This design comes from an exercise in tuning for small area, a short achievable clock period and few clock cycles on the open sky130 flow, not from production work.
For this run, only the layout was checked, not whether the RTL still works.

### run.sh
#!/bin/bash
# synth_recipe.tcl (not shown) runs the flow's synth.tcl, then flattens the netlist and writes it again
# the make line also repeats each setting of config.mk as NAME=value (left out here)
make -C /OpenROAD-flow-scripts/flow DESIGN_CONFIG=/design/flow/config.mk WORK_HOME=/design/flow/orfs CLKGATE_MAP_FILE= SYNTH_SCRIPT=/design/flow/synth_recipe.tcl finish
### config.mk
export PLATFORM = sky130hd
export DESIGN_NAME = ALU
export DESIGN_NICKNAME = ALU
export VERILOG_FILES = /design/flow/design.v
export SDC_FILE = /design/flow/constraint.sdc
export NUM_CORES = 4
export LEC_CHECK = 0
export CAP_MARGIN = 20
export CORE_MARGIN = 2
export CORE_UTILIZATION = 40
export PLACE_DENSITY = 0.6
export SETUP_SLACK_MARGIN = 4.0
export SLEW_MARGIN = 20
### constraint.sdc
create_clock -name core_clock -period 8.0 [get_ports {i_clk}]
set_input_delay 1.6000 -clock core_clock [delete_from_list [all_inputs] [get_ports {i_clk}]]
set_output_delay 1.6000 -clock core_clock [all_outputs]
set_load 0.01 [all_outputs]
### design.v
module ALU #(
    parameter DATA_W = 32
)
(
    input                       i_clk,    
    input                       i_rst_n,  
    input                       i_valid,  
    input [DATA_W - 1 : 0]      i_A,      
    input [DATA_W - 1 : 0]      i_B,      
    input [         2 : 0]      i_inst,   
    output [2*DATA_W - 1 : 0]   o_data,   
    output                      o_done    
);
    localparam ADD  = 3'd0;
    localparam SUB  = 3'd1;
    localparam AND  = 3'd2;
    localparam OR   = 3'd3;
    localparam SLT  = 3'd4;
    localparam SRA  = 3'd5;
    localparam MUL  = 3'd6;
    localparam DIV  = 3'd7;
    reg        s_ex;     
    reg        s_mul;    
    reg        s_div;    
    reg        s_al;     
    reg        done;
    reg [63:0] R;        
    reg [31:0] D;        
    reg [2:0]  inst;
    reg [4:0]  cnt;
    wire idle = ~(s_ex | s_mul | s_div);
    assign o_done = done;
    assign o_data = R;
    wire [31:0] Rhi = R[63:32];
    wire [31:0] Rlo = R[31:0];
    wire        sub = s_div | (inst == SUB) | (inst == SLT);
    wire [32:0] y1  = s_mul ? {1'b0, D & {32{Rlo[0]}}} : {1'b0, D ^ {32{sub}}};
    wire [32:0] y2  = {D & {32{s_mul & Rlo[1]}}, 1'b0};
    wire [32:0] x0  = {1'b0, Rhi};
    wire [32:0] cs  = x0 ^ y1 ^ y2;
    wire [33:0] cc  = {(x0 & y1) | (x0 & y2) | (y1 & y2), 1'b0};
    wire [33:0] sum = {1'b0, cs} + cc + {33'd0, sub};
    wire        ovf = (Rhi[31] == y1[31]) & (sum[31] != Rhi[31]);
    wire [31:0] sat = ovf ? {Rhi[31], {31{~Rhi[31]}}} : sum[31:0];
    wire [4:0]  shamt = (|D[31:5]) ? 5'd31 : D[4:0];
    wire [31:0] sra = $signed(Rhi) >>> shamt;
    reg  [31:0] res;
    always @(*) begin
        case (inst)
            SLT:     res = {31'd0, sum[31] ^ ovf};
            SRA:     res = sra;
            default: res = sat;
        endcase
    end
    wire [31:0] m0 = Rhi;
    wire [31:0] m1 = m0 | (m0 >> 1);
    wire [31:0] m2 = m1 | (m1 >> 2);
    wire [31:0] m3 = m2 | (m2 >> 4);
    wire [31:0] m4 = m3 | (m3 >> 8);
    wire [31:0] mA = m4 | (m4 >> 16);
    wire dzero = ~|D;
    wire ok8   = ~|(D & ~(mA >> 8));
    wire ok1   = ~|(D & ~(mA >> 1));
    wire q     = sum[32];
    wire i_logic = (i_inst == AND) | (i_inst == OR);
    wire [31:0] ld_lo = (i_inst == AND) ? (i_A & i_B) :
                        (i_inst == OR)  ? (i_A | i_B) :
                        (i_A & {32{i_inst != DIV}});
    wire [31:0] ld_hi = i_A & {32{~i_logic & (i_inst != MUL)}};
    always @(posedge i_clk or negedge i_rst_n) begin
        if (!i_rst_n) begin
            s_ex  <= 1'b0;
            s_mul <= 1'b0;
            s_div <= 1'b0;
            s_al  <= 1'b0;
            done  <= 1'b0;
        end else begin
            done <= 1'b0;
            if (idle && i_valid) begin
                s_ex  <= ~i_logic & (i_inst != MUL) & (i_inst != DIV);
                s_mul <= (i_inst == MUL);
                s_div <= (i_inst == DIV);
                s_al  <= 1'b0;
                done  <= i_logic;
            end
            if (s_ex) begin
                s_ex <= 1'b0;
                done <= 1'b1;
            end
            if (s_mul && cnt == 5'd15) begin
                s_mul <= 1'b0;
                done  <= 1'b1;
            end
            if (s_div) begin
                if (!s_al) begin
                    if (dzero) begin
                        s_div <= 1'b0;
                        done  <= 1'b1;
                    end else if (!ok8 && !ok1) begin
                        s_al <= 1'b1;
                        if (cnt == 5'd0) begin
                            s_div <= 1'b0;
                            done  <= 1'b1;
                        end
                    end
                end else if (cnt == 5'd0) begin
                    s_div <= 1'b0;
                    done  <= 1'b1;
                end
            end
        end
    end
    always @(posedge i_clk) begin
        if (idle) begin
            R    <= {ld_hi, ld_lo};
            D    <= i_B;
            inst <= i_inst;
            cnt  <= 5'd0;
        end
        if (s_ex) begin
            R <= {32'd0, res};
        end
        if (s_mul) begin
            R   <= {sum[33:2], sum[1:0], Rlo[31:2]};
            cnt <= cnt + 5'd1;
        end
        if (s_div) begin
            if (!s_al && dzero) begin
                R[31:0] <= 32'hffffffff;
            end else if (!s_al && ok8) begin
                D   <= D << 8;
                cnt <= cnt + 5'd8;
            end else if (!s_al && ok1) begin
                D   <= D << 1;
                cnt <= cnt + 5'd1;
            end else begin
                if (q) R[63:32] <= sum[31:0];
                R[31:0] <= {Rlo[30:0], q};
                D   <= D >> 1;
                cnt <= cnt - 5'd1;
            end
        end
    end
endmodule
==> impl_metrics.json <==
{
  "syn-num-nets": 1992,
  "ys_seq_area_share_pct": 17.5,
  "drive_gt1_share_pct": 14.0,
  "core-area_sq_um": 31700,
  "clk_pin_slew_ns": 0.09,
  "tightest_slew_ns": 1.05,
  "yosysMostFrequentCell": "nand2_1",
  "synth_edf_count": 6,
  "grt_pass1_vias": 14500,
  "r2r_cells": 21,
  "crit_path_end_kind": "register",
  "vias": 15700,
  "clock_latency_ns": 0.40,
  "wirelength_microns": 65000,
  "required_ns": 8.27,
  "synthDistinctLibCells": 95,
  "synthArstFlopShare_pct": 4.59,
  "maxCapViolCount": 0,
  "synthDominantCellAreaShare_pct": 15.1,
  "ys.flop_type": "dfxtp_1",
  "ioPinCount": 135,
  "tns_ns": 0,
  "routabilityCongestion": 1.05,
  "fmax_ghz": 0.201,
  "reg2reg_from": "inst[0]",
  "rows": 65,
  "hold_path_class": "register to register",
  "die_y_microns": 184,
  "fin_hold_ws_ns": 0.560,
  "port_buffers": 134,
  "antenna_found_initial": 4,
  "yosysTopAreaCell": "dfxtp_1",
  "htreeDepth": 3,
  "crit_path_end": "R[10]",
  "fin_skew_ns": 0.0177,
  "rsz0062_at_grt": "true",
  "synthTopCellsByCount": "nand2_1, a21oi_1, nor2_1",
  "drcViolationCount": 0,
  "synth_seq_cells": 109,
  "status": "complete, no violations",
  "syn_to_final_growth_pct": 22.9,
  "nets": 2065,
  "setup.worst_path.start": "inst[0]",
  "syn_area_sq_um": 13000,
  "clock-sinks": 109,
  "initial_core_util_pct": 40.9,
  "grt_max_degree": 82,
  "worstReg2RegEnd": "R[10]",
  "r2r_slack_ns": 3.01,
  "syn_inst": 1851,
  "min_period_ns": 4.99,
  "die_w_microns": 184,
  "startpoint_type": "register",
  "finalHoldViolations": 0,
  "via_per_inst": 6.72,
  "ys_warn_count": 1,
  "synthTopCellsByArea": "dfxtp_1, a21oi_1, nand2_1",
  "finalSetupViolations": 0,
  "min_period_over_period_pct": 62.3,
  "critPathKind": "register to register",
  "die-area_sq_um": 33900,
  "gr-total-overflow": 0,
  "hpwl_microns": 47100,
  "drt.antenna.violating_nets": 0,
  "grt_pass1_wl_microns": 94400,
  "numCtsBuffers": 9,
  "dr.pass1.iters": 9,
  "path_max_fanout": 8,
  "wl_per_cell_microns": 27.9,
  "cts_tree": "built",
  "grt_usage_pct": 37.5,
  "cts_buffer_depth": 2,
  "first_iter_violations": 2354,
  "arrival_ns": 5.26,
  "slew_headroom_pct": 29.5,
  "postSynthAreaPerCell_sq_um": 7.00,
  "report.final.slew_viol_count": 0,
  "clockRootBuffer": "clkbuf_16"
}
==> per-stage QoR <==
stage	area, sq um	utilization (%)	setup WS [ns]	cells
global placement	14600	46.0	2.14	2262
global route	15900	50.2	2.86	2332
CTS	15400	48.5	3.19	2310
detailed placement	14600	46.0	2.11	2262
finish	15900	50.2	3.01	2332
floorplan	13200	-	3.54	1851
==> how the worst min path moves through the flow <==
stage                     start  endpoint  slack (ns)  cells past startpoint
after floorplan           D[27]     D[27]        0.52                      2
after global placement    R[13]     R[14]        0.55                      1
after detailed placement  R[22]     R[23]        0.54                      2
after CTS                 R[22]     R[23]        0.55                      2
after global routing      R[22]     R[23]        0.60                      2
final                     R[22]     R[23]        0.56                      2
==> critical path, cell delays in order, from the launching register on <==
cell	delay, ns
edfxtp_1	0.45
xnor2_2	0.22
o21bai_4	0.08
buf_12	0.16
o21ai_4	0.25
buf_12	0.17
a21oi_4	0.05
fa_1	0.59
inv_2	0.06
ha_4	0.28
a211oi_4	0.06
o211ai_1	0.32
nand3_2	0.19
a2111oi_4	0.47
buf_4	0.19
o31a_1	0.17
or2_4	0.17
o41ai_4	0.08
buf_6	0.18
nand2b_4	0.14
a311oi_4	0.41
a21oi_1	0.13
==> layer usage <==
metal	vias up	GRT usage, %	wire (microns)
li1	6888	-	-
met5	-	0	51
met2	1131	57.2	28200
met4	8	15.6	2770
met1	7432	50.6	25800
met3	204	8.82	8280
==> flip-flops by register name (all words and copies together), names as in the netlist <==
| name | cells |
|---|---|
| D | 32 |
| inst | 3 |
| cnt | 5 |
| s_div | 1 |
| done | 1 |
| s_al | 1 |
| s_ex | 1 |
| s_mul | 1 |
| R | 64 |
==> kinds of logic (layout without fill, tap and decap cells) <==
| logic type | Yosys count | count (layout) | share of synthesized area, % |
|---|---|---|---|
| AO/OA/AOI/OAI | 658 | 659 | 33.2 |
| AND/OR/NAND/NOR | 604 | 605 | 21.1 |
| buffers and inverters | 287 | 363 | 9.14 |
| flip-flops | 109 | 109 | 17.5 |
| multiplexers | 94 | 94 | 8.32 |
| adder cells (fa/ha/maj) | 71 | 71 | 8.71 |
| XOR/XNOR | 28 | 28 | 2.00 |
| other | 0 | 1 | 0 |
==> repair_timing <==
action,CTS,global route
hold buffers,0,0
resized for setup,53,81
endpoints found under the setup margin,68,64
cloned,2,1
buffers inserted,30,20
pin swaps,22,40
==> final cells by class <==
class                           count  area [sq um]
Antenna cell                        1          2.50
Inverter                          122           458
Fill cell                        3223         15800
Multi-Input combinational cell   1457         10200
Tap cell                          402           503
Clock buffer                       12           267
Clock inverter                      4          30.0
Sequential cell                   109          2270
Timing Repair Buffer              225          2170
==> layout by cell type, fill, tap and decap left out, types with 10 or more instances in the layout <==
master	instances
a21oi_1	187
buf_4	75
clkbuf_16	10
mux2i_1	74
clkdlybuf4s50_1	134
a31oi_1	47
a21o_1	12
o22ai_1	26
ha_1	27
and3_1	26
nor2_1	160
a221oi_1	26
a222oi_1	30
nor3_1	25
inv_1	117
nand2_1	258
dfxtp_1	98
o211ai_1	15
o21ai_0	103
nand3_1	26
a211oi_1	48
xnor2_1	14
o21a_1	12
fa_1	31
a21oi_2	23
nor2b_1	17

## separate check: timing with driven ports
How much do the figures lean on ideal ports? The routed layout below was timed once more, with nothing changed but the port constraints. Step 1 sets driving cells, clkbuf_16 on the clock port and buf_2 on the other inputs (assumed; they add their load-dependent delay and slew). Step 2 moves the port delays by t, midway between the first and last clock arrival at a register: inputs arrive t later, outputs are due t later. That takes back most of the time a late clock gives input paths. Slacks: no drivers / after step 1 / after step 2; pairs: no drivers / after step 1.
t (ns): 0.439
setup slack, ns: 3.013 / 3.013 / 3.013
clock arrival spread, ns: 0.017 / 0.018
cell pins on the clock port's net: 1
After both steps setup and hold are still met in this run. The setup slack of this run moves by 0.000 ns with the drivers and by 0.000 ns with both steps.
